Source: an optimization exercise on an open RTL-to-GDS flow (aim: small area). Production flows keep margins and buffers that such runs may drop.
The RTL was checked by simulation tests, not by an equivalence proof against the original design.
No activity file was given, so power comes from the tool's default toggle rates.

lane 1:
// Edge_Detection_Top
module Edge_Detection_Top #(
    parameter WIDTH   = 8,
    parameter H_RES   = 80,
    parameter V_RES   = 120,
    parameter TH_HIGH = 40,
    parameter TH_LOW  = 20
) (
    input  logic             clk,
    input  logic             rstn,
    input  logic             i_vsync,
    input  logic             i_hsync,
    input  logic             i_de,
    input  logic [WIDTH-1:0] i_r_data,
    input  logic [WIDTH-1:0] i_g_data,
    input  logic [WIDTH-1:0] i_b_data,
    output logic             o_vsync,
    output logic             o_hsync,
    output logic             o_de,
    output logic [WIDTH-1:0] o_data
);
Size: roughly 5000 cells after synthesis, roughly 4100 flip-flops, roughly 40 I/O pins, about 130000 um2 of cells after synthesis.
==> flow/config.mk <==
export PLATFORM = sky130hd
export DESIGN_NAME = Edge_Detection_Top
export DESIGN_NICKNAME = Edge_Detection_Top
export VERILOG_FILES = /design/flow/design.v
export SDC_FILE = /design/flow/constraint.sdc
export NUM_CORES = 4
export LEC_CHECK = 0
export CAP_MARGIN = 10
export CORE_MARGIN = 2
export CORE_UTILIZATION = 60
export PLACE_DENSITY = 0.7
export SLEW_MARGIN = 10
==> flow/constraint.sdc <==
create_clock -name core_clock -period 10.0 [get_ports {clk}]
set_input_delay 2.0000 -clock core_clock [delete_from_list [all_inputs] [get_ports {clk}]]
set_output_delay 2.0000 -clock core_clock [all_outputs]
set_load 0.01 [all_outputs]
standard.sh (not shown) runs the stock make flow with config.mk's settings and CLKGATE_MAP_FILE= SYNTH_SCRIPT=/design/flow/synth_recipe.tcl, a recipe that flattens the netlist after the stock synthesis.
==> flow/flow/run.sh <==
#!/bin/bash
# Standard ORFS layout, except that clock tree synthesis uses small clock
# buffers and inserts no dummy balancing loads.  Each tool's output goes to a
# log file of its own in this folder.
set -euo pipefail
cd "$(dirname "$0")/.."
source flow/opts.sh
bash standard.sh "CTS_ARGS=$CTS_ARGS" $EXTRA synth > synth.log 2>&1
bash standard.sh "CTS_ARGS=$CTS_ARGS" $EXTRA floorplan > floorplan.log 2>&1
bash standard.sh "CTS_ARGS=$CTS_ARGS" $EXTRA place > place.log 2>&1
bash standard.sh "CTS_ARGS=$CTS_ARGS" $EXTRA cts > cts.log 2>&1
bash standard.sh "CTS_ARGS=$CTS_ARGS" $EXTRA finish > finish.log 2>&1
==> flow/flow/opts.sh <==
CTS_ARGS="-sink_clustering_enable -repair_clock_nets -dont_use_dummy_load -buf_list sky130_fd_sc_hd__clkbuf_4"
EXTRA=""
Edits applied to the flow inputs when going from lane 1 to lane 2:
==> flow/flow/opts.sh <==
CTS_ARGS="-sink_clustering_enable -repair_clock_nets -dont_use_dummy_load -buf_list sky130_fd_sc_hd__clkbuf_8"
EXTRA=""
Findings:
- Lane 2 finished all stages; the layout is clean.
- The final layout from lane 1, which completed every stage, passed the timing, design-rule and antenna checks at the end of the flow.
- Compared with lane 1, in lane 2 post-route minimum period went up, post-layout net count went down, cell area went up.
- Cmp lane 2 and lane 1 / met1 track utilization from global routing / lower: lane 2
- Lane 2 and lane 1 ended up with nearly the same leakage power summed over all cells.
Changes in lane 3 relative to lane 2:
==> flow/run.sh (new file) <==
#!/bin/bash
# synth_recipe.tcl (not shown) runs the flow's synth.tcl, then flattens the netlist and writes it again
# the make line also repeats each setting of config.mk as NAME=value (left out here)
make -C /OpenROAD-flow-scripts/flow DESIGN_CONFIG=/design/flow/config.mk WORK_HOME=/design/flow/orfs CLKGATE_MAP_FILE= SYNTH_SCRIPT=/design/flow/synth_recipe.tcl finish
removed: flow/flow/run.sh
removed: flow/flow/opts.sh
removed: flow/standard.sh
- Lane 3 against lane 2: detailed router's first-iteration violation count rose about 9%, minimum setup slack in the final design decreased by 21 ps relative to the old numbers, area overhead of the layout relative to synthesis now larger.
- Delta(minimum clock period after layout, lane 3 - lane 2) > 0
- Lane 2 → lane 3: HPWL after detailed placement comparable, cell depth of the worst flop-to-flop path comparable.
- Summary of lane 3 over lane 2: design area moved up, worst hold slack increased by 20 ps relative to the old numbers, sequential share of layout area decreased by 2.4 points relative to the old numbers.
> inputs changed (lane 3 -> lane 4)
- swapping 0.7 for 0.5 in PLACE_DENSITY
- swapping 60 for 35 in CORE_UTILIZATION
- swapping 10 for 40 in SLEW_MARGIN
- swapping 10 for 40 in CAP_MARGIN
==> run notes <==
Lane 3 → lane 4: met3 routing resource usage after global routing lower, worst setup slack higher, cell area higher, overall power consumption higher.
Of lane 4 and lane 3, it is lane 4 that has the higher hold slack.
Compared lane 4 against lane 3; power consumed by sequential cells within noise.
For post-route non-filler standard cell count, dividing the value from lane 4 by the value from lane 3 gives 1.2.

re-timing with driven ports:
No port has a modelled driver above. Below, the same layouts with a new extraction and two added sets of constraints. Step 1 assumes that a clkbuf_16 drives the clock port and a buf_2 every other input. Step 2 moves the port delays by t, midway between the first and last clock arrival at a register: inputs arrive t later, outputs are due t later. That takes back most of the time a late clock gives input paths. Slacks: no drivers / after step 1 / after step 2; pairs: no drivers / after step 1.
run | t (ns) | setup WS [ns] | worst setup path at the end | slew at the worst register clock pin (ns) | cell pins on the clock port's net
lane 1 | 1.421 | 2.458 / 2.511 / 1.090 | input to register | 0.07 / 0.07 | 1
lane 2 | 1.085 | 2.129 / 2.185 / 1.100 | input to register | 0.08 / 0.08 | 1
lane 3 | 0.987 | 2.108 / 2.165 / 1.177 | input to register | 0.07 / 0.07 | 1
lane 4 | 0.993 | 2.177 / 2.242 / 1.249 | input to register | 0.07 / 0.07 | 1
After both steps every run listed still meets setup and hold. For lane 1, which loses most, drivers alone change the setup slack by +0.053 ns; drivers and shift together by -1.368 ns.
